This is an optimization exercise on Yosys and OpenROAD, whose aim is small area and a short achievable clock period, not a production implementation.
The RTL was checked by simulation tests, not by an equivalence proof against the original design.

**design/flow/config.mk**
```make
export PLATFORM = sky130hd
export DESIGN_NAME = multiply
export DESIGN_NICKNAME = multiply
export VERILOG_FILES = /design/flow/design.v
export SDC_FILE = /design/flow/constraint.sdc
export NUM_CORES = 4
export LEC_CHECK = 0
export CAP_MARGIN = 20
export CORE_MARGIN = 2
export CORE_UTILIZATION = 40
export PLACE_DENSITY = 0.6
export SLEW_MARGIN = 20
```
**design/flow/constraint.sdc**
```tcl
create_clock -name core_clock -period 6.5 [get_ports {clk}]
set_input_delay 1.3000 -clock core_clock [delete_from_list [all_inputs] [get_ports {clk}]]
set_output_delay 1.3000 -clock core_clock [all_outputs]
set_load 0.01 [all_outputs]
```
**design/flow/design.v**
```verilog
module full_add(
    input wire a,
    input wire b,
    input wire ci,
    output wire co,
    output wire s
);
    assign s = ~a & ~b &  ci |
                ~a &  b & ~ci |
                a & ~b & ~ci |
                a &  b &  ci ;
    assign co= ~a &  b &  ci |
                a & ~b &  ci |
                a &  b & ~ci |
                a &  b &  ci ;
endmodule  
module half_add(
    input wire a,
    input wire b,
    output wire co,
    output wire s
);
    assign s  = a & ~b | ~a & b;
    assign co = a & b ;
endmodule  
module booth(
    input wire[2:0] y,
    input wire[67:0] X,
    output wire[67:0] P,
    output wire c
);
	wire [3:0]	s;
    assign s[0] = (y[2] & y[1] & ~y[0]) | (y[2] & ~y[1] & y[0]);	 
	assign s[1] = (~y[2] & y[1] & ~y[0])| (~y[2] & ~y[1] & y[0]); 	 
	assign s[2] = y[2] & ~y[1] & ~y[0];								 
	assign s[3] = ~y[2] & y[1] & y[0];								 
	assign c = s[0] | s[2];
	assign P[0] = (s[0] & ~X[0]) | (s[1] & X[0]) | s[2] ;
	generate
	   genvar i;
	   for (i = 1; i < 68; i = i + 1)
	   begin
		  assign P[i] = s[0] & ~X[i] | s[1] & X[i] | s[2] & ~X[i-1] | s[3] & X[i-1];
	   end
	endgenerate
endmodule  
module Wallace (
    input wire[16:0] P,
    input wire[14:0] ci,
    output wire[14:0] co,
    output wire s,
    output wire c
);
    wire[14:0] st;  
    full_add a0  ( .a(P[0 ] ), .b(P[1 ] ), .ci(P[2 ]), .co(co[0 ]), .s(st[0]) );
    full_add a1  ( .a(P[3 ] ), .b(P[4 ] ), .ci(P[5 ]), .co(co[1 ]), .s(st[1]) );
    full_add a2  ( .a(P[6 ] ), .b(P[7 ] ), .ci(P[8 ]), .co(co[2 ]), .s(st[2]) );
    full_add a3  ( .a(P[9 ] ), .b(P[10] ), .ci(P[11]), .co(co[3 ]), .s(st[3]) );
    full_add a4  ( .a(P[12] ), .b(P[13] ), .ci(P[14]), .co(co[4 ]), .s(st[4]) );
    half_add a5  ( .a(P[15] ), .b(P[16] ),             .co(co[5 ]), .s(st[5]) );  
    full_add a6  ( .a(st[0 ]), .b(st[1] ), .ci(st[2]), .co(co[6 ]), .s(st[6 ]) );
    full_add a7  ( .a(st[3 ]), .b(st[4] ), .ci(st[5]), .co(co[7 ]), .s(st[7 ]) );
    full_add a8  ( .a(ci[0 ]), .b(ci[1] ), .ci(ci[2]), .co(co[8 ]), .s(st[8 ]) );
    full_add a9  ( .a(ci[3 ]), .b(ci[4] ), .ci(ci[5]), .co(co[9 ]), .s(st[9 ]) );
    full_add a10 ( .a(st[6 ]), .b(st[7] ), .ci(st[8]), .co(co[10]), .s(st[10]) );
    full_add a11 ( .a(st[9 ]), .b(ci[6] ), .ci(ci[7]), .co(co[11]), .s(st[11]) );
    full_add a12 ( .a(st[10]), .b(st[11]), .ci(ci[8 ]), .co(co[12]), .s(st[12]) );
    full_add a13 ( .a(ci[9 ]), .b(ci[10]), .ci(ci[11]), .co(co[13]), .s(st[13]) );
    full_add a14 ( .a(st[12]), .b(st[13]), .ci(ci[12]), .co(co[14]), .s(st[14]) );
    full_add a15 ( .a(st[14]), .b(ci[13]), .ci(ci[14]), .co(c)     , .s(s)      );
endmodule 
module multiply(
    input wire clk,
    input wire resetn,
    input wire[31:0] A,
    input wire[31:0] B,
    input wire sign,
    output wire[63:0] result
);
    wire[67:0] op_a,op_b;
    assign op_a={{36{A[31] & sign}},A};
    assign op_b={{36{B[31] & sign}},B};
    wire[67:0] P[16:0];
    wire[16:0] cb;  
            booth boo_0( .y({op_b[1:0],1'b0}),  .X(op_a), .P(P[0]), .c(cb[0]) );
    generate
        genvar i;
        for(i=1 ; i<17 ; i=i+1) begin
            booth boo_i( .y(op_b[i*2+1:i*2-1]), .X({op_a[67-2*i:0],{i{2'b00}}}), .P(P[i]), .c(cb[i]) );
        end
    endgenerate
    wire[16:0] PP[67:0];
    reg[16:0] reg_PP[67:0];
    generate
        genvar j,k;
        for(j=0; j<17 ; j=j+1) begin
            for(k=0; k<68 ; k=k+1) begin
                assign PP[k][j] = P[j][k];
            end
        end
    endgenerate
    wire[67:0] sout,cout;
    wire[14:0] ct[67:0];  
            Wallace wal_0(.P(PP[0]), .ci(cb[14:0]), .co(ct[0]), .s(sout[0]), .c(cout[0]) );
    generate
        genvar y;
        for(y=1; y<68; y=y+1) begin
            Wallace wal_y(.P(PP[y]), .ci(ct[y-1]),  .co(ct[y]), .s(sout[y]), .c(cout[y]) );
        end
    endgenerate
    reg[67:0] reg_sout,reg_cout;
    always@(posedge clk) begin
        reg_sout <= sout;
        reg_cout <= cout;
    end
    reg[16:0] reg_cb;
    always@(posedge clk) begin
        reg_cb <= cb;
    end
    assign result = reg_sout[63:0] + {reg_cout[62:0], reg_cb[15]} + reg_cb[16];
endmodule  
```
**design/flow/run.sh**
```bash
#!/bin/bash
# synth_recipe.tcl (not shown) runs the flow's synth.tcl, then flattens the netlist and writes it again
# the make line also repeats each setting of config.mk as NAME=value (left out here)
make -C /OpenROAD-flow-scripts/flow DESIGN_CONFIG=/design/flow/config.mk WORK_HOME=/design/flow/orfs CLKGATE_MAP_FILE= SYNTH_SCRIPT=/design/flow/synth_recipe.tcl finish
```
==> out/qor.csv <==
metric,value,unit
run_status,finished clean,
startpoint_type,register,
ys.warnings.count,1,
slowest_delay,0.56,ns
grt_pass1_wl,229000,microns
cp.arrival,4.96,ns
tritoncts,done,
fill_cells,10600,
relSlewSlack,0.221,
antenna_found_initial,17,
synth_flop_cell,dfxtp_1,
async_flop_share,0,
cts.htree.levels,4,
die-area,0.109,sq mm
setup_violations,0,
yosysTopAreaCell,xnor2_1,
ys_ff_latch,129,
grt_max_degree,50,
synth_area_leaders,"xnor2_1 23%, xor2_1 11%, maj3_1 8.6%",
synthesis.area,0.0426,sq mm
yosysUniqueCellTypes,95,
worst_slew_pin_slew,1.17,ns
start_util,0.404,
first_global_vias,37900,
gr-total-overflow,0,
cts_buffer_depth,2,
wire_per_inst,21.3,microns
cts_hold_buf,0,
cts-root-buf,clkbuf_16,
cts.sinks,129,
route.detailed.drc,0,
preCtsSetupSlack,-0.131,ns
hp-class,input port to register,
port_buffers,129,
place_congestion,0.950,
crit_fanout,4,
fmax,160,MHz
finalNetCount,5967,
io_pins,131,
crit_path_start,reg_sout[1]$_DFF_P_,
cp.required,5.20,ns
yosysTopAreaCellShare,0.227,
cts_buffers,17,
end_kind,output port,
wl,150000,microns
drt_first_iter_violations,4066,
crit_slowest_cell,clkdlybuf4s50_1,
die_h,330,microns
seqCellArea,0.00258,sq mm
num_rows,119,
grt_usage,0.271,
seq_area_frac_synth,0.0606,
syn_area_per_cell,7.54,sq um
ant_nets,0,
syn2layout_area_growth,10.0,%
synth_edf_count,0,
worstSetupPathType,register to output port,
multi_input_area,0.0373,sq mm
die_w,330,microns
coreArea,0.106,sq mm
hpwl,119000,microns
fin_crit,6.26,ns
hold_viol,0,
first_pass_iters,6,
setup_slack,0.237,ns
maxCapViolations,0,
syn_inst,5657,
timing.final.crit_share,0.963,
dpl-instance-area,0.0460,sq mm
detail_route.vias_per_cell,5.74,
worstPathCellList,"ha_1, nor2b_1, o21ai_2, a21boi_2, o32ai_1, buf_4, o31ai_2, buf_4, a21oi_4, buf_6, nand4b_1, o311ai_1, buf_4, a221o_1, a21oi_2, o21ai_1, a21o_1, a21boi_0, xnor2_1, clkdlybuf4s50_1",
hold_path_startpoint,B[31],
crit_top_cell,buf_4,
route.vias.total,40600,
stdcell_area,0.0469,sq mm
finalMaxSlewViolations,0,
layout-drive-gt1-share,0.0879,
clkSlewWorstSetupHoldPaths,0.07,ns
## flip-flops by register name (all words and copies together), names as in the netlist
| name | cells |
|---|---|
| reg_sout | 64 |
| reg_cb | 2 |
| reg_cout | 63 |
## what timing repair did
action	in CTS	in global routing
setup endpoints to repair	16	14
hold endpoints to repair	0	0
resized for setup	26	18
setup buffers	3	5
pin swaps	3	5
cloned	0	0
## cell usage after synthesis, drive strengths merged, types with 13 or more instances
cell type	instances
a211oi	19
a21o	68
a21oi	385
a221oi	206
a22oi	101
a31oi	13
and2	42
and3	13
buf	186
clkbuf	262
dfxtp	129
fa	153
ha	96
inv	318
maj3	370
mux2i	42
nand2	315
nand2b	30
nand3	20
nor2	487
nor2b	41
nor3	14
o211ai	15
o21a	29
o21ai	247
o221ai	31
o22ai	202
or3b	13
xnor2	1121
xor2	554
## final timing paths
| kind | slack, ns | to | depth (start not counted) |
|---|---|---|---|
| setup / recovery | 0.24 | result[57] | 20 |
| hold / removal | 1.26 | reg_cb[15]$_DFF_P_ | 2 |
## critical path, delay by kind of cell, from the launching register on
| family | cells | cell delay, ns |
|---|---|---|
| XOR/XNOR | 1 | 0.15 |
| flip-flops | 1 | 0.33 |
| AND/OR/NAND/NOR | 2 | 0.27 |
| buffers and inverters | 5 | 1.29 |
| adder cells (fa/ha/maj) | 1 | 0.28 |
| AO/OA/AOI/OAI | 11 | 2.06 |
## per-stage QoR
step | std cells | utilization | TNS, ns | hold WS (ns)
finish | 7060 | 0.444 | 0 | 1.26
detailed placement | 7015 | 0.436 | -0.131 | 1.80
floorplan | 5660 | - | 0 | 1.47
CTS | 7050 | 0.443 | -0.0103 | 1.21
global placement | 7015 | 0.436 | -0.151 | 1.80
global route | 7055 | 0.444 | -0.0291 | 1.24
## per-layer routing
metal / routed length (microns) / vias up / GRT usage / share of wire
li1: - / 19200 / - / -
met1: 65900 / 19400 / 0.365 / 0.44
met2: 67800 / 1567 / 0.437 / 0.45
met3: 10500 / 279 / 0.0337 / 0.070
met4: 5990 / 14 / 0.111 / 0.040
met5: 93 / - / 0 / 0.00062
## layout make-up
type	instances	share of cell area
multi-input cells	4765	0.795
well taps	1391	0.0371
clock inverters	12	0.00435
diodes	5	0.000267
flip-flops and latches	129	0.0550
clock buffers	20	0.00973
repair buffers	420	0.0732
inverters	318	0.0255
## layout by cell type (no fill, tap or decap), types with 14 or more instances in the layout
master,n
nor2b_1,40
nor2_1,471
o221ai_1,31
a221oi_1,200
xnor2_1,1103
maj3_1,365
buf_12,16
a22oi_1,100
nor2_2,15
xor2_1,546
ha_1,96
nand3_1,20
o211ai_1,14
inv_1,316
clkdlybuf4s50_1,73
a21oi_1,378
buf_2,49
fa_1,150
buf_4,274
o22ai_1,200
dfxtp_1,129
a21o_1,68
mux2i_1,39
nand2_1,313
o21ai_0,237
clkbuf_16,17
a211oi_1,16
and2_1,41
nand2b_1,30
o21a_1,28
## logic make-up after synthesis
group / count (synthesis) / share of synthesized area
other cells: 1 / 0.0000879
fa+ha+maj: 619 / 0.187
buf+inv: 766 / 0.0712
flops: 129 / 0.0606
xor+xnor: 1684 / 0.354
simple gates: 1015 / 0.103
compound gates: 1400 / 0.214
mux: 43 / 0.0106

## re-timing with driven ports
The flow's constraints put no driver on any port. The routed layout listed below was extracted and timed again, unchanged, in two steps.
Step 1, drivers: a clkbuf_16 drives clk and a buf_2 each remaining input, both assumed.
Step 2 adds t to the input delays and takes it off the output delays; t is the mean of the earliest and latest rising clock arrival at the registers after step 1. Input paths then give back, and output paths get back, about the clock's delay inside the block.
a / b / c = no drivers / after step 1 / after step 2; a / b = the first two.
t (ns): 0.601
setup slack, ns: 0.237 / 0.167 / 0.013
slew at the worst register clock pin (ns): 0.07 / 0.07
pins driven straight from the clock port: 1
After both steps setup and hold are still met in this run. The setup slack of this run moves by -0.070 ns with the drivers and by -0.224 ns with both steps.
